What follows belongs to an exercise in optimizing a design on an open flow for small area and a short achievable clock period; a production flow would make more cautious choices. No functional check of the RTL was part of this run. Power and IR drop assume default switching activity.

File: design.v
`timescale 1ns / 1ps
module g_inv    (input a, output y);                  assign y = ~a;                             endmodule
module g_buf    (input a, output y);                  assign y = a;                              endmodule
module g_nand2  (input a, b, output y);               assign y = ~(a & b);                       endmodule
module g_nor2   (input a, b, output y);               assign y = ~(a | b);                       endmodule
module g_and2   (input a, b, output y);               assign y = a & b;                          endmodule
module g_or2    (input a, b, output y);               assign y = a | b;                          endmodule
module g_nand2b (input an, b, output y);              assign y = ~(~an & b);                     endmodule
module g_a21oi  (input a1, a2, b1, output y);         assign y = ~((a1 & a2) | b1);              endmodule
module g_o21ai  (input a1, a2, b1, output y);         assign y = ~((a1 | a2) & b1);              endmodule
module g_a21o   (input a1, a2, b1, output y);         assign y = (a1 & a2) | b1;                 endmodule
module g_o21a   (input a1, a2, b1, output y);         assign y = (a1 | a2) & b1;                 endmodule
module g_o22ai  (input a1, a2, b1, b2, output y);     assign y = ~((a1 | a2) & (b1 | b2));       endmodule
module g_xor2   (input a, b, output y);               assign y = a ^ b;                          endmodule
module g_xnor2  (input a, b, output y);               assign y = ~(a ^ b);                       endmodule
module g_mux2i  (input a0, a1, s, output y);          assign y = ~(s ? a1 : a0);                 endmodule
module g_nand3  (input a, b, c, output y);            assign y = ~(a & b & c);                   endmodule
module g_a31oi  (input a1, a2, a3, b1, output y);     assign y = ~((a1 & a2 & a3) | b1);         endmodule
`timescale 1ns / 1ps
module Nbit_ALU(r1, r2, r3, ALUop);
parameter n = 32;
input  [n-1:0] r2, r3;
input  [2:0]   ALUop;
output [n-1:0] r1;
wire x01;
g_xor2 u_x01 (.a(ALUop[0]), .b(ALUop[1]), .y(x01));
wire op1n;
g_inv u_op1n (.a(ALUop[1]), .y(op1n));
wire t0n_d;
g_mux2i u_t0n_d (.a0(ALUop[0]), .a1(ALUop[1]), .s(ALUop[2]), .y(t0n_d));
wire t0n_0;
g_buf u_t0n_0 (.a(t0n_d), .y(t0n_0));
wire t0n_1;
g_buf u_t0n_1 (.a(t0n_d), .y(t0n_1));
wire t1n_d;
g_mux2i u_t1n_d (.a0(x01), .a1(op1n), .s(ALUop[2]), .y(t1n_d));
wire t1n_0;
g_buf u_t1n_0 (.a(t1n_d), .y(t1n_0));
wire t1n_1;
g_buf u_t1n_1 (.a(t1n_d), .y(t1n_1));
wire esn_d;
g_o21a u_esn_d (.a1(ALUop[1]), .a2(ALUop[0]), .b1(ALUop[2]), .y(esn_d));
wire esn_0;
g_buf u_esn_0 (.a(esn_d), .y(esn_0));
wire esn_1;
g_buf u_esn_1 (.a(esn_d), .y(esn_1));
wire ecn_d;
g_nand2b u_ecn_d (.an(ALUop[1]), .b(ALUop[2]), .y(ecn_d));
wire ecn_0;
g_buf u_ecn_0 (.a(ecn_d), .y(ecn_0));
wire ecn_1;
g_buf u_ecn_1 (.a(ecn_d), .y(ecn_1));
wire enn_d;
g_nand2b u_enn_d (.an(ALUop[2]), .b(ALUop[1]), .y(enn_d));
wire enn_0;
g_buf u_enn_0 (.a(enn_d), .y(enn_0));
wire enn_1;
g_buf u_enn_1 (.a(enn_d), .y(enn_1));
wire en_d;
g_inv u_en_d (.a(enn_0), .y(en_d));
wire en_0;
g_buf u_en_0 (.a(en_d), .y(en_0));
wire en_1;
g_buf u_en_1 (.a(en_d), .y(en_1));
wire op01n;
g_nand2 u_op01n (.a(ALUop[0]), .b(ALUop[1]), .y(op01n));
wire sub;
g_nor2 u_sub (.a(ALUop[2]), .b(op01n), .y(sub));
wire op12n;
g_nand2 u_op12n (.a(ALUop[1]), .b(ALUop[2]), .y(op12n));
wire slt;
g_nor2 u_slt (.a(ALUop[0]), .b(op12n), .y(slt));
wire bb0;
g_mux2i u_bb0 (.a0(t0n_0), .a1(t1n_0), .s(r3[0]), .y(bb0));
wire gn0;
g_nand2 u_gn0 (.a(r2[0]), .b(bb0), .y(gn0));
wire tn0;
g_nor2 u_tn0 (.a(r2[0]), .b(bb0), .y(tn0));
wire pn0;
g_nand2b u_pn0 (.an(tn0), .b(gn0), .y(pn0));
wire y0;
g_o22ai u_y0 (.a1(gn0), .a2(ecn_0), .b1(pn0), .b2(esn_0), .y(y0));
wire bb1;
g_mux2i u_bb1 (.a0(t0n_0), .a1(t1n_0), .s(r3[1]), .y(bb1));
wire gn1;
g_nand2 u_gn1 (.a(r2[1]), .b(bb1), .y(gn1));
wire tn1;
g_nor2 u_tn1 (.a(r2[1]), .b(bb1), .y(tn1));
wire pn1;
g_nand2b u_pn1 (.an(tn1), .b(gn1), .y(pn1));
wire y1;
g_o22ai u_y1 (.a1(gn1), .a2(ecn_0), .b1(pn1), .b2(esn_0), .y(y1));
wire bb2;
g_mux2i u_bb2 (.a0(t0n_0), .a1(t1n_0), .s(r3[2]), .y(bb2));
wire gn2;
g_nand2 u_gn2 (.a(r2[2]), .b(bb2), .y(gn2));
wire tn2;
g_nor2 u_tn2 (.a(r2[2]), .b(bb2), .y(tn2));
wire pn2;
g_nand2b u_pn2 (.an(tn2), .b(gn2), .y(pn2));
wire y2;
g_o22ai u_y2 (.a1(gn2), .a2(ecn_0), .b1(pn2), .b2(esn_0), .y(y2));
wire bb3;
g_mux2i u_bb3 (.a0(t0n_0), .a1(t1n_0), .s(r3[3]), .y(bb3));
wire gn3;
g_nand2 u_gn3 (.a(r2[3]), .b(bb3), .y(gn3));
wire tn3;
g_nor2 u_tn3 (.a(r2[3]), .b(bb3), .y(tn3));
wire pn3;
g_nand2b u_pn3 (.an(tn3), .b(gn3), .y(pn3));
wire y3;
g_o22ai u_y3 (.a1(gn3), .a2(ecn_0), .b1(pn3), .b2(esn_0), .y(y3));
wire bb4;
g_mux2i u_bb4 (.a0(t0n_0), .a1(t1n_0), .s(r3[4]), .y(bb4));
wire gn4;
g_nand2 u_gn4 (.a(r2[4]), .b(bb4), .y(gn4));
wire tn4;
g_nor2 u_tn4 (.a(r2[4]), .b(bb4), .y(tn4));
wire pn4;
g_nand2b u_pn4 (.an(tn4), .b(gn4), .y(pn4));
wire y4;
g_o22ai u_y4 (.a1(gn4), .a2(ecn_0), .b1(pn4), .b2(esn_0), .y(y4));
wire bb5;
g_mux2i u_bb5 (.a0(t0n_0), .a1(t1n_0), .s(r3[5]), .y(bb5));
wire gn5;
g_nand2 u_gn5 (.a(r2[5]), .b(bb5), .y(gn5));
wire tn5;
g_nor2 u_tn5 (.a(r2[5]), .b(bb5), .y(tn5));
wire pn5;
g_nand2b u_pn5 (.an(tn5), .b(gn5), .y(pn5));
wire y5;
g_o22ai u_y5 (.a1(gn5), .a2(ecn_0), .b1(pn5), .b2(esn_0), .y(y5));
wire bb6;
g_mux2i u_bb6 (.a0(t0n_0), .a1(t1n_0), .s(r3[6]), .y(bb6));
wire gn6;
g_nand2 u_gn6 (.a(r2[6]), .b(bb6), .y(gn6));
wire tn6;
g_nor2 u_tn6 (.a(r2[6]), .b(bb6), .y(tn6));
wire pn6;
g_nand2b u_pn6 (.an(tn6), .b(gn6), .y(pn6));
wire y6;
g_o22ai u_y6 (.a1(gn6), .a2(ecn_0), .b1(pn6), .b2(esn_0), .y(y6));
wire bb7;
g_mux2i u_bb7 (.a0(t0n_0), .a1(t1n_0), .s(r3[7]), .y(bb7));
wire gn7;
g_nand2 u_gn7 (.a(r2[7]), .b(bb7), .y(gn7));
wire tn7;
g_nor2 u_tn7 (.a(r2[7]), .b(bb7), .y(tn7));
wire pn7;
g_nand2b u_pn7 (.an(tn7), .b(gn7), .y(pn7));
wire y7;
g_o22ai u_y7 (.a1(gn7), .a2(ecn_0), .b1(pn7), .b2(esn_0), .y(y7));
wire bb8;
g_mux2i u_bb8 (.a0(t0n_0), .a1(t1n_0), .s(r3[8]), .y(bb8));
wire gn8;
g_nand2 u_gn8 (.a(r2[8]), .b(bb8), .y(gn8));
wire tn8;
g_nor2 u_tn8 (.a(r2[8]), .b(bb8), .y(tn8));
wire pn8;
g_nand2b u_pn8 (.an(tn8), .b(gn8), .y(pn8));
wire y8;
g_o22ai u_y8 (.a1(gn8), .a2(ecn_0), .b1(pn8), .b2(esn_0), .y(y8));
wire bb9;
g_mux2i u_bb9 (.a0(t0n_0), .a1(t1n_0), .s(r3[9]), .y(bb9));
wire gn9;
g_nand2 u_gn9 (.a(r2[9]), .b(bb9), .y(gn9));
wire tn9;
g_nor2 u_tn9 (.a(r2[9]), .b(bb9), .y(tn9));
wire pn9;
g_nand2b u_pn9 (.an(tn9), .b(gn9), .y(pn9));
wire y9;
g_o22ai u_y9 (.a1(gn9), .a2(ecn_0), .b1(pn9), .b2(esn_0), .y(y9));
wire bb10;
g_mux2i u_bb10 (.a0(t0n_0), .a1(t1n_0), .s(r3[10]), .y(bb10));
wire gn10;
g_nand2 u_gn10 (.a(r2[10]), .b(bb10), .y(gn10));
wire tn10;
g_nor2 u_tn10 (.a(r2[10]), .b(bb10), .y(tn10));
wire pn10;
g_nand2b u_pn10 (.an(tn10), .b(gn10), .y(pn10));
wire y10;
g_o22ai u_y10 (.a1(gn10), .a2(ecn_0), .b1(pn10), .b2(esn_0), .y(y10));
wire bb11;
g_mux2i u_bb11 (.a0(t0n_0), .a1(t1n_0), .s(r3[11]), .y(bb11));
wire gn11;
g_nand2 u_gn11 (.a(r2[11]), .b(bb11), .y(gn11));
wire tn11;
g_nor2 u_tn11 (.a(r2[11]), .b(bb11), .y(tn11));
wire pn11;
g_nand2b u_pn11 (.an(tn11), .b(gn11), .y(pn11));
wire y11;
g_o22ai u_y11 (.a1(gn11), .a2(ecn_0), .b1(pn11), .b2(esn_0), .y(y11));
wire bb12;
g_mux2i u_bb12 (.a0(t0n_0), .a1(t1n_0), .s(r3[12]), .y(bb12));
wire gn12;
g_nand2 u_gn12 (.a(r2[12]), .b(bb12), .y(gn12));
wire tn12;
g_nor2 u_tn12 (.a(r2[12]), .b(bb12), .y(tn12));
wire pn12;
g_nand2b u_pn12 (.an(tn12), .b(gn12), .y(pn12));
wire y12;
g_o22ai u_y12 (.a1(gn12), .a2(ecn_0), .b1(pn12), .b2(esn_0), .y(y12));
wire bb13;
g_mux2i u_bb13 (.a0(t0n_0), .a1(t1n_0), .s(r3[13]), .y(bb13));
wire gn13;
g_nand2 u_gn13 (.a(r2[13]), .b(bb13), .y(gn13));
wire tn13;
g_nor2 u_tn13 (.a(r2[13]), .b(bb13), .y(tn13));
wire pn13;
g_nand2b u_pn13 (.an(tn13), .b(gn13), .y(pn13));
wire y13;
g_o22ai u_y13 (.a1(gn13), .a2(ecn_0), .b1(pn13), .b2(esn_0), .y(y13));
wire bb14;
g_mux2i u_bb14 (.a0(t0n_0), .a1(t1n_0), .s(r3[14]), .y(bb14));
wire gn14;
g_nand2 u_gn14 (.a(r2[14]), .b(bb14), .y(gn14));
wire tn14;
g_nor2 u_tn14 (.a(r2[14]), .b(bb14), .y(tn14));
wire pn14;
g_nand2b u_pn14 (.an(tn14), .b(gn14), .y(pn14));
wire y14;
g_o22ai u_y14 (.a1(gn14), .a2(ecn_0), .b1(pn14), .b2(esn_0), .y(y14));
wire bb15;
g_mux2i u_bb15 (.a0(t0n_0), .a1(t1n_0), .s(r3[15]), .y(bb15));
wire gn15;
g_nand2 u_gn15 (.a(r2[15]), .b(bb15), .y(gn15));
wire tn15;
g_nor2 u_tn15 (.a(r2[15]), .b(bb15), .y(tn15));
wire pn15;
g_nand2b u_pn15 (.an(tn15), .b(gn15), .y(pn15));
wire y15;
g_o22ai u_y15 (.a1(gn15), .a2(ecn_0), .b1(pn15), .b2(esn_0), .y(y15));
wire bb16;
g_mux2i u_bb16 (.a0(t0n_1), .a1(t1n_1), .s(r3[16]), .y(bb16));
wire gn16;
g_nand2 u_gn16 (.a(r2[16]), .b(bb16), .y(gn16));
wire tn16;
g_nor2 u_tn16 (.a(r2[16]), .b(bb16), .y(tn16));
wire pn16;
g_nand2b u_pn16 (.an(tn16), .b(gn16), .y(pn16));
wire y16;
g_o22ai u_y16 (.a1(gn16), .a2(ecn_1), .b1(pn16), .b2(esn_1), .y(y16));
wire bb17;
g_mux2i u_bb17 (.a0(t0n_1), .a1(t1n_1), .s(r3[17]), .y(bb17));
wire gn17;
g_nand2 u_gn17 (.a(r2[17]), .b(bb17), .y(gn17));
wire tn17;
g_nor2 u_tn17 (.a(r2[17]), .b(bb17), .y(tn17));
wire pn17;
g_nand2b u_pn17 (.an(tn17), .b(gn17), .y(pn17));
wire y17;
g_o22ai u_y17 (.a1(gn17), .a2(ecn_1), .b1(pn17), .b2(esn_1), .y(y17));
wire bb18;
g_mux2i u_bb18 (.a0(t0n_1), .a1(t1n_1), .s(r3[18]), .y(bb18));
wire gn18;
g_nand2 u_gn18 (.a(r2[18]), .b(bb18), .y(gn18));
wire tn18;
g_nor2 u_tn18 (.a(r2[18]), .b(bb18), .y(tn18));
wire pn18;
g_nand2b u_pn18 (.an(tn18), .b(gn18), .y(pn18));
wire y18;
g_o22ai u_y18 (.a1(gn18), .a2(ecn_1), .b1(pn18), .b2(esn_1), .y(y18));
wire bb19;
g_mux2i u_bb19 (.a0(t0n_1), .a1(t1n_1), .s(r3[19]), .y(bb19));
wire gn19;
g_nand2 u_gn19 (.a(r2[19]), .b(bb19), .y(gn19));
wire tn19;
g_nor2 u_tn19 (.a(r2[19]), .b(bb19), .y(tn19));
wire pn19;
g_nand2b u_pn19 (.an(tn19), .b(gn19), .y(pn19));
wire y19;
g_o22ai u_y19 (.a1(gn19), .a2(ecn_1), .b1(pn19), .b2(esn_1), .y(y19));
wire bb20;
g_mux2i u_bb20 (.a0(t0n_1), .a1(t1n_1), .s(r3[20]), .y(bb20));
wire gn20;
g_nand2 u_gn20 (.a(r2[20]), .b(bb20), .y(gn20));
wire tn20;
g_nor2 u_tn20 (.a(r2[20]), .b(bb20), .y(tn20));
wire pn20;
g_nand2b u_pn20 (.an(tn20), .b(gn20), .y(pn20));
wire y20;
g_o22ai u_y20 (.a1(gn20), .a2(ecn_1), .b1(pn20), .b2(esn_1), .y(y20));
wire bb21;
g_mux2i u_bb21 (.a0(t0n_1), .a1(t1n_1), .s(r3[21]), .y(bb21));
wire gn21;
g_nand2 u_gn21 (.a(r2[21]), .b(bb21), .y(gn21));
wire tn21;
g_nor2 u_tn21 (.a(r2[21]), .b(bb21), .y(tn21));
wire pn21;
g_nand2b u_pn21 (.an(tn21), .b(gn21), .y(pn21));
wire y21;
g_o22ai u_y21 (.a1(gn21), .a2(ecn_1), .b1(pn21), .b2(esn_1), .y(y21));
wire bb22;
g_mux2i u_bb22 (.a0(t0n_1), .a1(t1n_1), .s(r3[22]), .y(bb22));
wire gn22;
g_nand2 u_gn22 (.a(r2[22]), .b(bb22), .y(gn22));
wire tn22;
g_nor2 u_tn22 (.a(r2[22]), .b(bb22), .y(tn22));
wire pn22;
g_nand2b u_pn22 (.an(tn22), .b(gn22), .y(pn22));
wire y22;
g_o22ai u_y22 (.a1(gn22), .a2(ecn_1), .b1(pn22), .b2(esn_1), .y(y22));
wire bb23;
g_mux2i u_bb23 (.a0(t0n_1), .a1(t1n_1), .s(r3[23]), .y(bb23));
wire gn23;
g_nand2 u_gn23 (.a(r2[23]), .b(bb23), .y(gn23));
wire tn23;
g_nor2 u_tn23 (.a(r2[23]), .b(bb23), .y(tn23));
wire pn23;
g_nand2b u_pn23 (.an(tn23), .b(gn23), .y(pn23));
wire y23;
g_o22ai u_y23 (.a1(gn23), .a2(ecn_1), .b1(pn23), .b2(esn_1), .y(y23));
wire bb24;
g_mux2i u_bb24 (.a0(t0n_1), .a1(t1n_1), .s(r3[24]), .y(bb24));
wire gn24;
g_nand2 u_gn24 (.a(r2[24]), .b(bb24), .y(gn24));
wire tn24;
g_nor2 u_tn24 (.a(r2[24]), .b(bb24), .y(tn24));
wire pn24;
g_nand2b u_pn24 (.an(tn24), .b(gn24), .y(pn24));
wire y24;
g_o22ai u_y24 (.a1(gn24), .a2(ecn_1), .b1(pn24), .b2(esn_1), .y(y24));
wire bb25;
g_mux2i u_bb25 (.a0(t0n_1), .a1(t1n_1), .s(r3[25]), .y(bb25));
wire gn25;
g_nand2 u_gn25 (.a(r2[25]), .b(bb25), .y(gn25));
wire tn25;
g_nor2 u_tn25 (.a(r2[25]), .b(bb25), .y(tn25));
wire pn25;
g_nand2b u_pn25 (.an(tn25), .b(gn25), .y(pn25));
wire y25;
g_o22ai u_y25 (.a1(gn25), .a2(ecn_1), .b1(pn25), .b2(esn_1), .y(y25));
wire bb26;
g_mux2i u_bb26 (.a0(t0n_1), .a1(t1n_1), .s(r3[26]), .y(bb26));
wire gn26;
g_nand2 u_gn26 (.a(r2[26]), .b(bb26), .y(gn26));
wire tn26;
g_nor2 u_tn26 (.a(r2[26]), .b(bb26), .y(tn26));
wire pn26;
g_nand2b u_pn26 (.an(tn26), .b(gn26), .y(pn26));
wire y26;
g_o22ai u_y26 (.a1(gn26), .a2(ecn_1), .b1(pn26), .b2(esn_1), .y(y26));
wire bb27;
g_mux2i u_bb27 (.a0(t0n_1), .a1(t1n_1), .s(r3[27]), .y(bb27));
wire gn27;
g_nand2 u_gn27 (.a(r2[27]), .b(bb27), .y(gn27));
wire tn27;
g_nor2 u_tn27 (.a(r2[27]), .b(bb27), .y(tn27));
wire pn27;
g_nand2b u_pn27 (.an(tn27), .b(gn27), .y(pn27));
wire y27;
g_o22ai u_y27 (.a1(gn27), .a2(ecn_1), .b1(pn27), .b2(esn_1), .y(y27));
wire bb28;
g_mux2i u_bb28 (.a0(t0n_1), .a1(t1n_1), .s(r3[28]), .y(bb28));
wire gn28;
g_nand2 u_gn28 (.a(r2[28]), .b(bb28), .y(gn28));
wire tn28;
g_nor2 u_tn28 (.a(r2[28]), .b(bb28), .y(tn28));
wire pn28;
g_nand2b u_pn28 (.an(tn28), .b(gn28), .y(pn28));
wire y28;
g_o22ai u_y28 (.a1(gn28), .a2(ecn_1), .b1(pn28), .b2(esn_1), .y(y28));
wire bb29;
g_mux2i u_bb29 (.a0(t0n_1), .a1(t1n_1), .s(r3[29]), .y(bb29));
wire gn29;
g_nand2 u_gn29 (.a(r2[29]), .b(bb29), .y(gn29));
wire tn29;
g_nor2 u_tn29 (.a(r2[29]), .b(bb29), .y(tn29));
wire pn29;
g_nand2b u_pn29 (.an(tn29), .b(gn29), .y(pn29));
wire y29;
g_o22ai u_y29 (.a1(gn29), .a2(ecn_1), .b1(pn29), .b2(esn_1), .y(y29));
wire bb30;
g_mux2i u_bb30 (.a0(t0n_1), .a1(t1n_1), .s(r3[30]), .y(bb30));
wire gn30;
g_nand2 u_gn30 (.a(r2[30]), .b(bb30), .y(gn30));
wire tn30;
g_nor2 u_tn30 (.a(r2[30]), .b(bb30), .y(tn30));
wire pn30;
g_nand2b u_pn30 (.an(tn30), .b(gn30), .y(pn30));
wire y30;
g_o22ai u_y30 (.a1(gn30), .a2(ecn_1), .b1(pn30), .b2(esn_1), .y(y30));
wire bb31;
g_mux2i u_bb31 (.a0(t0n_1), .a1(t1n_1), .s(r3[31]), .y(bb31));
wire gn31;
g_nand2 u_gn31 (.a(r2[31]), .b(bb31), .y(gn31));
wire tn31;
g_nor2 u_tn31 (.a(r2[31]), .b(bb31), .y(tn31));
wire pn31;
g_nand2b u_pn31 (.an(tn31), .b(gn31), .y(pn31));
wire y31;
g_o22ai u_y31 (.a1(gn31), .a2(ecn_1), .b1(pn31), .b2(esn_1), .y(y31));
wire G0n;
g_o21a u_G0n (.a1(tn0), .a2(t0n_0), .b1(gn0), .y(G0n));
wire G1_1;
g_o21ai u_G1_1 (.a1(tn1), .a2(G0n), .b1(gn1), .y(G1_1));
wire G1_3;
g_o21ai u_G1_3 (.a1(tn3), .a2(gn2), .b1(gn3), .y(G1_3));
wire T1_3;
g_nor2 u_T1_3 (.a(tn3), .b(tn2), .y(T1_3));
wire G1_5;
g_o21ai u_G1_5 (.a1(tn5), .a2(gn4), .b1(gn5), .y(G1_5));
wire T1_5;
g_nor2 u_T1_5 (.a(tn5), .b(tn4), .y(T1_5));
wire G1_7;
g_o21ai u_G1_7 (.a1(tn7), .a2(gn6), .b1(gn7), .y(G1_7));
wire T1_7;
g_nor2 u_T1_7 (.a(tn7), .b(tn6), .y(T1_7));
wire G1_9;
g_o21ai u_G1_9 (.a1(tn9), .a2(gn8), .b1(gn9), .y(G1_9));
wire T1_9;
g_nor2 u_T1_9 (.a(tn9), .b(tn8), .y(T1_9));
wire G1_11;
g_o21ai u_G1_11 (.a1(tn11), .a2(gn10), .b1(gn11), .y(G1_11));
wire T1_11;
g_nor2 u_T1_11 (.a(tn11), .b(tn10), .y(T1_11));
wire G1_13;
g_o21ai u_G1_13 (.a1(tn13), .a2(gn12), .b1(gn13), .y(G1_13));
wire T1_13;
g_nor2 u_T1_13 (.a(tn13), .b(tn12), .y(T1_13));
wire G1_15;
g_o21ai u_G1_15 (.a1(tn15), .a2(gn14), .b1(gn15), .y(G1_15));
wire T1_15;
g_nor2 u_T1_15 (.a(tn15), .b(tn14), .y(T1_15));
wire G1_17;
g_o21ai u_G1_17 (.a1(tn17), .a2(gn16), .b1(gn17), .y(G1_17));
wire T1_17;
g_nor2 u_T1_17 (.a(tn17), .b(tn16), .y(T1_17));
wire G1_19;
g_o21ai u_G1_19 (.a1(tn19), .a2(gn18), .b1(gn19), .y(G1_19));
wire T1_19;
g_nor2 u_T1_19 (.a(tn19), .b(tn18), .y(T1_19));
wire G1_21;
g_o21ai u_G1_21 (.a1(tn21), .a2(gn20), .b1(gn21), .y(G1_21));
wire T1_21;
g_nor2 u_T1_21 (.a(tn21), .b(tn20), .y(T1_21));
wire G1_23;
g_o21ai u_G1_23 (.a1(tn23), .a2(gn22), .b1(gn23), .y(G1_23));
wire T1_23;
g_nor2 u_T1_23 (.a(tn23), .b(tn22), .y(T1_23));
wire G1_25;
g_o21ai u_G1_25 (.a1(tn25), .a2(gn24), .b1(gn25), .y(G1_25));
wire T1_25;
g_nor2 u_T1_25 (.a(tn25), .b(tn24), .y(T1_25));
wire G1_27;
g_o21ai u_G1_27 (.a1(tn27), .a2(gn26), .b1(gn27), .y(G1_27));
wire T1_27;
g_nor2 u_T1_27 (.a(tn27), .b(tn26), .y(T1_27));
wire G1_29;
g_o21a u_G1_29 (.a1(tn29), .a2(gn28), .b1(gn29), .y(G1_29));
wire T1_29;
g_or2 u_T1_29 (.a(tn29), .b(tn28), .y(T1_29));
wire G2_3;
g_a21oi u_G2_3 (.a1(T1_3), .a2(G1_1), .b1(G1_3), .y(G2_3));
wire G2_7;
g_a21oi u_G2_7 (.a1(T1_7), .a2(G1_5), .b1(G1_7), .y(G2_7));
wire T2_7;
g_nand2 u_T2_7 (.a(T1_7), .b(T1_5), .y(T2_7));
wire G2_11;
g_a21o u_G2_11 (.a1(T1_11), .a2(G1_9), .b1(G1_11), .y(G2_11));
wire T2_11;
g_and2 u_T2_11 (.a(T1_11), .b(T1_9), .y(T2_11));
wire G2_15;
g_a21oi u_G2_15 (.a1(T1_15), .a2(G1_13), .b1(G1_15), .y(G2_15));
wire T2_15;
g_nand2 u_T2_15 (.a(T1_15), .b(T1_13), .y(T2_15));
wire G2_19;
g_a21o u_G2_19 (.a1(T1_19), .a2(G1_17), .b1(G1_19), .y(G2_19));
wire T2_19;
g_and2 u_T2_19 (.a(T1_19), .b(T1_17), .y(T2_19));
wire G2_23;
g_a21oi u_G2_23 (.a1(T1_23), .a2(G1_21), .b1(G1_23), .y(G2_23));
wire T2_23;
g_nand2 u_T2_23 (.a(T1_23), .b(T1_21), .y(T2_23));
wire G2_27;
g_a21o u_G2_27 (.a1(T1_27), .a2(G1_25), .b1(G1_27), .y(G2_27));
wire T2_27;
g_and2 u_T2_27 (.a(T1_27), .b(T1_25), .y(T2_27));
wire G3_7;
g_o21ai u_G3_7 (.a1(T2_7), .a2(G2_3), .b1(G2_7), .y(G3_7));
wire n_G2_15;
g_inv u_n_G2_15 (.a(G2_15), .y(n_G2_15));
wire n_T2_15;
g_inv u_n_T2_15 (.a(T2_15), .y(n_T2_15));
wire G3_15;
g_a21o u_G3_15 (.a1(n_T2_15), .a2(G2_11), .b1(n_G2_15), .y(G3_15));
wire T3_15;
g_and2 u_T3_15 (.a(n_T2_15), .b(T2_11), .y(T3_15));
wire n_G2_23;
g_inv u_n_G2_23 (.a(G2_23), .y(n_G2_23));
wire n_T2_23;
g_inv u_n_T2_23 (.a(T2_23), .y(n_T2_23));
wire G3_23;
g_a21oi u_G3_23 (.a1(n_T2_23), .a2(G2_19), .b1(n_G2_23), .y(G3_23));
wire T3_23;
g_nand2 u_T3_23 (.a(n_T2_23), .b(T2_19), .y(T3_23));
wire G4_15;
g_a21o u_G4_15 (.a1(T3_15), .a2(G3_7), .b1(G3_15), .y(G4_15));
wire n_G4_15;
g_inv u_n_G4_15 (.a(G4_15), .y(n_G4_15));
wire G5_23;
g_o21ai u_G5_23 (.a1(T3_23), .a2(n_G4_15), .b1(G3_23), .y(G5_23));
wire G6_11;
g_a21o u_G6_11 (.a1(T2_11), .a2(G3_7), .b1(G2_11), .y(G6_11));
wire G6_19;
g_a21o u_G6_19 (.a1(T2_19), .a2(G4_15), .b1(G2_19), .y(G6_19));
wire G6_27;
g_a21o u_G6_27 (.a1(T2_27), .a2(G5_23), .b1(G2_27), .y(G6_27));
wire n_G2_3;
g_inv u_n_G2_3 (.a(G2_3), .y(n_G2_3));
wire G7_5;
g_a21o u_G7_5 (.a1(T1_5), .a2(n_G2_3), .b1(G1_5), .y(G7_5));
wire G7_9;
g_a21o u_G7_9 (.a1(T1_9), .a2(G3_7), .b1(G1_9), .y(G7_9));
wire G7_13;
g_a21o u_G7_13 (.a1(T1_13), .a2(G6_11), .b1(G1_13), .y(G7_13));
wire G7_17;
g_a21o u_G7_17 (.a1(T1_17), .a2(G4_15), .b1(G1_17), .y(G7_17));
wire G7_21;
g_a21o u_G7_21 (.a1(T1_21), .a2(G6_19), .b1(G1_21), .y(G7_21));
wire G7_25;
g_a21o u_G7_25 (.a1(T1_25), .a2(G5_23), .b1(G1_25), .y(G7_25));
wire n_G6_27;
g_inv u_n_G6_27 (.a(G6_27), .y(n_G6_27));
wire G7_29;
g_o21ai u_G7_29 (.a1(T1_29), .a2(n_G6_27), .b1(G1_29), .y(G7_29));
wire n_G1_1;
g_inv u_n_G1_1 (.a(G1_1), .y(n_G1_1));
wire G8_2;
g_o21ai u_G8_2 (.a1(tn2), .a2(n_G1_1), .b1(gn2), .y(G8_2));
wire G8_4;
g_o21ai u_G8_4 (.a1(tn4), .a2(G2_3), .b1(gn4), .y(G8_4));
wire n_G7_5;
g_inv u_n_G7_5 (.a(G7_5), .y(n_G7_5));
wire G8_6;
g_o21ai u_G8_6 (.a1(tn6), .a2(n_G7_5), .b1(gn6), .y(G8_6));
wire n_G3_7;
g_inv u_n_G3_7 (.a(G3_7), .y(n_G3_7));
wire G8_8;
g_o21ai u_G8_8 (.a1(tn8), .a2(n_G3_7), .b1(gn8), .y(G8_8));
wire n_G7_9;
g_inv u_n_G7_9 (.a(G7_9), .y(n_G7_9));
wire G8_10;
g_o21ai u_G8_10 (.a1(tn10), .a2(n_G7_9), .b1(gn10), .y(G8_10));
wire n_G6_11;
g_inv u_n_G6_11 (.a(G6_11), .y(n_G6_11));
wire G8_12;
g_o21ai u_G8_12 (.a1(tn12), .a2(n_G6_11), .b1(gn12), .y(G8_12));
wire n_G7_13;
g_inv u_n_G7_13 (.a(G7_13), .y(n_G7_13));
wire G8_14;
g_o21ai u_G8_14 (.a1(tn14), .a2(n_G7_13), .b1(gn14), .y(G8_14));
wire G8_16;
g_o21ai u_G8_16 (.a1(tn16), .a2(n_G4_15), .b1(gn16), .y(G8_16));
wire n_G7_17;
g_inv u_n_G7_17 (.a(G7_17), .y(n_G7_17));
wire G8_18;
g_o21ai u_G8_18 (.a1(tn18), .a2(n_G7_17), .b1(gn18), .y(G8_18));
wire n_G6_19;
g_inv u_n_G6_19 (.a(G6_19), .y(n_G6_19));
wire G8_20;
g_o21ai u_G8_20 (.a1(tn20), .a2(n_G6_19), .b1(gn20), .y(G8_20));
wire n_G7_21;
g_inv u_n_G7_21 (.a(G7_21), .y(n_G7_21));
wire G8_22;
g_o21ai u_G8_22 (.a1(tn22), .a2(n_G7_21), .b1(gn22), .y(G8_22));
wire n_G5_23;
g_inv u_n_G5_23 (.a(G5_23), .y(n_G5_23));
wire G8_24;
g_o21ai u_G8_24 (.a1(tn24), .a2(n_G5_23), .b1(gn24), .y(G8_24));
wire n_G7_25;
g_inv u_n_G7_25 (.a(G7_25), .y(n_G7_25));
wire G8_26;
g_o21ai u_G8_26 (.a1(tn26), .a2(n_G7_25), .b1(gn26), .y(G8_26));
wire G8_28;
g_o21ai u_G8_28 (.a1(tn28), .a2(n_G6_27), .b1(gn28), .y(G8_28));
wire n_G7_29;
g_inv u_n_G7_29 (.a(G7_29), .y(n_G7_29));
wire G8_30;
g_o21ai u_G8_30 (.a1(tn30), .a2(n_G7_29), .b1(gn30), .y(G8_30));
wire k1;
g_nor2 u_k1 (.a(G0n), .b(enn_0), .y(k1));
g_xor2 u_r1 (.a(y1), .b(k1), .y(r1[1]));
wire kn2;
g_nand2 u_kn2 (.a(G1_1), .b(en_0), .y(kn2));
g_xnor2 u_r2 (.a(y2), .b(kn2), .y(r1[2]));
wire kn3;
g_nand2 u_kn3 (.a(G8_2), .b(en_0), .y(kn3));
g_xnor2 u_r3 (.a(y3), .b(kn3), .y(r1[3]));
wire k4;
g_nor2 u_k4 (.a(G2_3), .b(enn_0), .y(k4));
g_xor2 u_r4 (.a(y4), .b(k4), .y(r1[4]));
wire kn5;
g_nand2 u_kn5 (.a(G8_4), .b(en_0), .y(kn5));
g_xnor2 u_r5 (.a(y5), .b(kn5), .y(r1[5]));
wire kn6;
g_nand2 u_kn6 (.a(G7_5), .b(en_0), .y(kn6));
g_xnor2 u_r6 (.a(y6), .b(kn6), .y(r1[6]));
wire kn7;
g_nand2 u_kn7 (.a(G8_6), .b(en_0), .y(kn7));
g_xnor2 u_r7 (.a(y7), .b(kn7), .y(r1[7]));
wire kn8;
g_nand2 u_kn8 (.a(G3_7), .b(en_0), .y(kn8));
g_xnor2 u_r8 (.a(y8), .b(kn8), .y(r1[8]));
wire kn9;
g_nand2 u_kn9 (.a(G8_8), .b(en_0), .y(kn9));
g_xnor2 u_r9 (.a(y9), .b(kn9), .y(r1[9]));
wire kn10;
g_nand2 u_kn10 (.a(G7_9), .b(en_0), .y(kn10));
g_xnor2 u_r10 (.a(y10), .b(kn10), .y(r1[10]));
wire kn11;
g_nand2 u_kn11 (.a(G8_10), .b(en_0), .y(kn11));
g_xnor2 u_r11 (.a(y11), .b(kn11), .y(r1[11]));
wire kn12;
g_nand2 u_kn12 (.a(G6_11), .b(en_0), .y(kn12));
g_xnor2 u_r12 (.a(y12), .b(kn12), .y(r1[12]));
wire kn13;
g_nand2 u_kn13 (.a(G8_12), .b(en_0), .y(kn13));
g_xnor2 u_r13 (.a(y13), .b(kn13), .y(r1[13]));
wire kn14;
g_nand2 u_kn14 (.a(G7_13), .b(en_0), .y(kn14));
g_xnor2 u_r14 (.a(y14), .b(kn14), .y(r1[14]));
wire kn15;
g_nand2 u_kn15 (.a(G8_14), .b(en_0), .y(kn15));
g_xnor2 u_r15 (.a(y15), .b(kn15), .y(r1[15]));
wire kn16;
g_nand2 u_kn16 (.a(G4_15), .b(en_1), .y(kn16));
g_xnor2 u_r16 (.a(y16), .b(kn16), .y(r1[16]));
wire kn17;
g_nand2 u_kn17 (.a(G8_16), .b(en_1), .y(kn17));
g_xnor2 u_r17 (.a(y17), .b(kn17), .y(r1[17]));
wire kn18;
g_nand2 u_kn18 (.a(G7_17), .b(en_1), .y(kn18));
g_xnor2 u_r18 (.a(y18), .b(kn18), .y(r1[18]));
wire kn19;
g_nand2 u_kn19 (.a(G8_18), .b(en_1), .y(kn19));
g_xnor2 u_r19 (.a(y19), .b(kn19), .y(r1[19]));
wire kn20;
g_nand2 u_kn20 (.a(G6_19), .b(en_1), .y(kn20));
g_xnor2 u_r20 (.a(y20), .b(kn20), .y(r1[20]));
wire kn21;
g_nand2 u_kn21 (.a(G8_20), .b(en_1), .y(kn21));
g_xnor2 u_r21 (.a(y21), .b(kn21), .y(r1[21]));
wire kn22;
g_nand2 u_kn22 (.a(G7_21), .b(en_1), .y(kn22));
g_xnor2 u_r22 (.a(y22), .b(kn22), .y(r1[22]));
wire kn23;
g_nand2 u_kn23 (.a(G8_22), .b(en_1), .y(kn23));
g_xnor2 u_r23 (.a(y23), .b(kn23), .y(r1[23]));
wire kn24;
g_nand2 u_kn24 (.a(G5_23), .b(en_1), .y(kn24));
g_xnor2 u_r24 (.a(y24), .b(kn24), .y(r1[24]));
wire kn25;
g_nand2 u_kn25 (.a(G8_24), .b(en_1), .y(kn25));
g_xnor2 u_r25 (.a(y25), .b(kn25), .y(r1[25]));
wire kn26;
g_nand2 u_kn26 (.a(G7_25), .b(en_1), .y(kn26));
g_xnor2 u_r26 (.a(y26), .b(kn26), .y(r1[26]));
wire kn27;
g_nand2 u_kn27 (.a(G8_26), .b(en_1), .y(kn27));
g_xnor2 u_r27 (.a(y27), .b(kn27), .y(r1[27]));
wire kn28;
g_nand2 u_kn28 (.a(G6_27), .b(en_1), .y(kn28));
g_xnor2 u_r28 (.a(y28), .b(kn28), .y(r1[28]));
wire kn29;
g_nand2 u_kn29 (.a(G8_28), .b(en_1), .y(kn29));
g_xnor2 u_r29 (.a(y29), .b(kn29), .y(r1[29]));
wire kn30;
g_nand2 u_kn30 (.a(G7_29), .b(en_1), .y(kn30));
g_xnor2 u_r30 (.a(y30), .b(kn30), .y(r1[30]));
wire kn31;
g_nand2 u_kn31 (.a(G8_30), .b(en_1), .y(kn31));
g_xnor2 u_r31 (.a(y31), .b(kn31), .y(r1[31]));
wire x31n;
g_xor2 u_x31n (.a(pn31), .b(G8_30), .y(x31n));
wire z0n;
g_xnor2 u_z0n (.a(y0), .b(sub), .y(z0n));
g_mux2i u_r0 (.a0(z0n), .a1(x31n), .s(slt), .y(r1[0]));
endmodule
`timescale 1ns / 1ps
module dff(q, d, clk);
input		d, clk;       
output reg	q;            
always @(posedge clk)
q<=d;
endmodule
`timescale 1ns / 1ps
module Nbit_Register(outo, ino, clk);
parameter n = 32;
input [n-1:0] ino;
output [n-1:0] outo;
input clk;
genvar i;
generate
for (i = 0; i < n; i = i + 1) begin: registerblk
dff Dflipflop(.q(outo[i]) , .d(ino[i]), .clk(clk) );
end
endgenerate
endmodule
`timescale 1ns / 1ps
module Nbit_ALU_Register (r2, r3, ALUop, r0, clk);
parameter n = 32;
input[n-1:0] r2, r3;
input[2:0] ALUop;
input clk;
output [n-1:0] r0;
wire[n-1:0] r1;
Nbit_ALU #(n) alu1 (.r1(r1), .r2(r2), .r3(r3), .ALUop(ALUop) );
Nbit_Register #(n) reg1 (.outo(r0), .ino(r1), .clk(clk) );
endmodule
File: flow/run.sh
#!/bin/bash
# Standard ORFS layout; the only change is the cell used to buffer the ports
# (a plain buf_1 instead of the delay buffer buffer_ports picks by default).
set -euo pipefail
export BUFFER_PORTS_ARGS="-buffer_cell sky130_fd_sc_hd__buf_1"
bash standard.sh > standard.log 2>&1
File: standard.sh
#!/bin/bash
# synth_recipe.tcl (not shown) runs the flow's synth.tcl, then flattens the netlist and writes it again
# the make line also repeats each setting of config.mk as NAME=value (left out here)
make -C /OpenROAD-flow-scripts/flow DESIGN_CONFIG=/design/flow/config.mk WORK_HOME=/design/flow/orfs CLKGATE_MAP_FILE= SYNTH_SCRIPT=/design/flow/synth_recipe.tcl "${@:-finish}"
File: config.mk
export PLATFORM = sky130hd
export DESIGN_NAME = Nbit_ALU_Register
export DESIGN_NICKNAME = Nbit_ALU_Register
export VERILOG_FILES = /design/flow/design.v
export SDC_FILE = /design/flow/constraint.sdc
export NUM_CORES = 4
export LEC_CHECK = 0
export CAP_MARGIN = 20
export CORE_MARGIN = 2
export CORE_UTILIZATION = 40
export SLEW_MARGIN = 20
export SYNTH_HIERARCHICAL = 1
export SYNTH_MINIMUM_KEEP_SIZE = 0
File: constraint.sdc
create_clock -name core_clock -period 15.5 [get_ports {clk}]
set_input_delay 3.1000 -clock core_clock [delete_from_list [all_inputs] [get_ports {clk}]]
set_output_delay 3.1000 -clock core_clock [all_outputs]
set_load 0.01 [all_outputs]
==> run_results.csv <==
group,metric,value,unit
power,power.density,95.14,nW/um^2
route,routed-via-count,2761,
sta,final.period_utilization,42.39,%
cts,cts_tree,"built",
sta,maxSlewHeadroom,30.50,%
cts,clk_pin_slew,0.07,ns
min_path,whs_path_depth,4,
power,seq_power_share,34.9,%
setup_path,crit_arrival,6.74,ns
power,pwr-share-comb,44.2,%
sta,slew_viol_final,0,
setup_path,worst_setup_path_start_kind,"primary input",
route,route.detailed.drc,0,
setup_path,crit_type,"in -> reg",
layout,reg_top3,"reg1.registerblk.Dflipflop.q x32",
setup_path,cp.required,15.67,ns
layout,fin_area,3164,sq um
setup_path,cp_max_fo,32,
floorplanning,initial_core_util,41.67,%
synth,syn_nets,442,
global_route,grtUsageTotal,18.93,%
placement,place_congestion,0.8274,
sta,rsz0062_at_grt,"false",
cts,hold_buffers,0,
floorplanning,die-area,7321,sq um
layout,fin_cells,548,
placement,io_buffers,99,
synth,ys_types,16,
floorplanning,die_h,85.57,um
run_status,outcome,"complete, no violations",
sta,fin_crit,6.570,ns
sta,finalHoldViolations,0,
layout,diodes,0,
layout,fin_util,49.55,%
sta,worstMarginPinSlew,1.021,ns
setup_path,crit_top_cell,"o21ai_1",
cts,cts_root_buffer,"clkbuf_8",
sta,fmax,152.2,MHz
run,maxCapViolCount,0,
setup_path,path_cells,"buf_1, xor2_1, mux2i_4, mux2i_1, nor2_1, o21a_1, o21ai_1, a21oi_2, o21ai_1, a21o_1, inv_1, o21ai_1, a21o_1, inv_1, o21ai_1, inv_1, o21ai_1, xor2_1, mux2i_1",
synth,synthesis.area,2661,sq um
placement,place.detailed.hpwl,5.030,mm
placement,post_dp_cell_area,3087,sq um
setup_path,end_kind,"flop",
cts,cts.path.max_buffers,2,
floorplanning,fp.coreArea,6386,sq um
synth,ys_seq_area_share,24.07,%
layout,regMostFlops,"reg1.registerblk.Dflipflop.q",
power,power.share.clock,20.9,%
cts,cts_setup_buffers,0,
setup_path,critPathSlowestCell,"o21ai_1",
power,p_leak,1.406,nW
floorplanning,fp.dieW,85.57,um
route,first_iter_violations,137,
placement,dp_slack,8.660,ns
sta,setup_violations,0,
floorplanning,io_pins,100,
global_route,grt_overflow,0,
global_route,grt_pass1_vias,2552,
cts,h-tree-depth,2,
sta,tns,0,ns
sta,timing.final.ws_setup,8.930,ns
cts,numCtsBuffers,5,
layout,largest_reg_flops,32,
global_route,grt_max_degree,34,
global_route,grt_pass1_wl,11.21,mm
power,power.internal,0.1854,mW
cts,cts.sinks,32,
placement,placed_cells,541,
layout,area_growth,18.90,%
power,sw_frac_of_total,38.43,%
min_path,hp-class,"in -> reg",
route,drt_first_pass_iters,5,
floorplanning,row_count,29,
sta,hold_ws,3.232,ns
setup_path,cpPeakStageDelay,0.36,ns
route,routedWlPerCell,12.74,um
power,power.switching,0.1157,mW
synth,syn_avg_cell_area,7.116,sq um
route,ant_nets,0,
layout,nets,539,
layout,final_layout_size_suffix_gt1_share,3.185,%
synth,ys_seq_elements,32,
route,wirelength,6.984,mm
power,peakVddDrop,0.04784,mV
cts,cts-resized-gates,0,
min_path,min_to,"reg1.registerblk[31].Dflipflop.q",
min_path,min-delay-start,"r2[31]",
synth,syn_inst,374,
global_route,antenna_found_initial,0,
route,vias_per_cell,5.038,
power,finalPower,0.3011,mW
synth,yosysWarnings,7,
## synth_stat cells
library cell | count | share of area [%]
a21o_1 | 14 | 3.9
a21oi_2 | 5 | 1.6
and2_1 | 4 | 0.94
buf_4 | 11 | 3.1
dfxtp_1 | 32 | 24
inv_1 | 21 | 3.0
mux2i_1 | 35 | 13
nand2_1 | 67 | 9.4
nand2b_1 | 34 | 8.0
nor2_1 | 49 | 6.9
o21a_1 | 3 | 0.85
o21ai_1 | 32 | 6.0
o22ai_1 | 32 | 7.5
or2_1 | 1 | 0.24
xnor2_1 | 30 | 9.9
xor2_1 | 4 | 1.3
## Yosys stat by module (local to each module, per instance), excerpt
module / cells / flip-flops and latches / copies in the design / cell area (sq um)
dff: 1 / 1 / 32 / 20.02
g_inv: 1 / 0 / 21 / 3.754
g_xor2: 1 / 0 / 4 / 8.758
g_and2: 1 / 0 / 4 / 6.256
g_a21o: 1 / 0 / 14 / 7.507
g_xnor2: 1 / 0 / 30 / 8.758
g_o21a: 1 / 0 / 3 / 7.507
g_or2: 1 / 0 / 1 / 6.256
g_o22ai: 1 / 0 / 32 / 6.256
g_nand2b: 1 / 0 / 34 / 6.256
## power groups by stage
| stage | Clock, mW | Sequential (mW) | Combinational, mW |
|---|---|---|---|
| global route | 0.0684 | 0.107 | 0.150 |
| global placement | 0 | 0.107 | 0.132 |
| detailed placement | 0 | 0.107 | 0.133 |
| floorplan | 0 | 0.116 | 0.0873 |
| finish | 0.0629 | 0.105 | 0.133 |
| CTS | 0.0655 | 0.105 | 0.134 |
## how the worst max path moves through the flow
stage,start,to,slack [ns]
global route,ALUop[1],reg1.registerblk[0].Dflipflop.q,8.47
detailed placement,ALUop[1],reg1.registerblk[0].Dflipflop.q,8.66
global placement,ALUop[1],reg1.registerblk[31].Dflipflop.q,8.84
floorplan,ALUop[0],reg1.registerblk[0].Dflipflop.q,9.66
finish,ALUop[1],reg1.registerblk[0].Dflipflop.q,8.93
CTS,ALUop[1],reg1.registerblk[0].Dflipflop.q,8.94
## critical path: cells and delay by family
| kind | cells | cell delay, ns |
|---|---|---|
| XOR/XNOR | 2 | 0.46 |
| AO/OA/AOI/OAI | 9 | 1.94 |
| AND/OR/NAND/NOR | 1 | 0.08 |
| multiplexers | 3 | 0.66 |
| buffers and inverters | 4 | 0.46 |
## layout by cell type (no fill, tap or decap), drive strengths merged, types with 3 or more instances in the layout
| master | instances |
|---|---|
| a21o | 14 |
| a21oi | 5 |
| and2 | 4 |
| buf | 101 |
| clkbuf | 6 |
| dfxtp | 32 |
| inv | 21 |
| mux2i | 35 |
| nand2 | 67 |
| nand2b | 34 |
| nor2 | 49 |
| o21a | 3 |
| o21ai | 32 |
| o22ai | 32 |
| xnor2 | 30 |
| xor2 | 4 |
## metal layers
metal | global-route usage (%) | share of wire [%] | vias up
met3 | 3.176 | 5.1 | 4
met1 | 23.20 | 45 | 1231
li1 | - | - | 1456
met2 | 33.74 | 49 | 70
met4 | 5.916 | 0.64 | 0
met5 | 0 | 0 | -
## kinds of logic after synthesis
kind of cell	synth area share (%)
compound gates	19.98
xor+xnor	11.19
buf+inv	6.065
flops	24.07
mux	13.16
simple gates	25.53
## final cells by class
type	count	area [sq um]
Clock buffer	6	72.57
Sequential cell	32	640.6
Fill cell	666	3222
Timing Repair Buffer	101	386.6
Multi-Input combinational cell	310	1884
Clock inverter	1	5.005
Inverter	21	78.83
Tap cell	77	96.34

-- separate check: timing with driven ports --
The results above use ideal ports. As a check the final layout listed here was re-extracted and re-timed, cells and wires unchanged.
Step 1, drivers: a clkbuf_16 drives clk and a buf_2 each remaining input, both assumed.
Step 2 adds t to the input delays and takes it off the output delays; t is the mean of the earliest and latest rising clock arrival at the registers after step 1. Input paths then give back, and output paths get back, about the clock's delay inside the block.
Three values: ideal ports, drivers, drivers and shift; two values: the first two.
shift t [ns]: 0.309
setup slack, ns: 8.930 / 8.935 / 8.626
worst setup path after step 2: input to register
worst slew at a driven data input, ns: 0.04
After both steps setup and hold are still met in this run. The setup slack of this run moves by +0.005 ns with the drivers and by -0.304 ns with both steps.
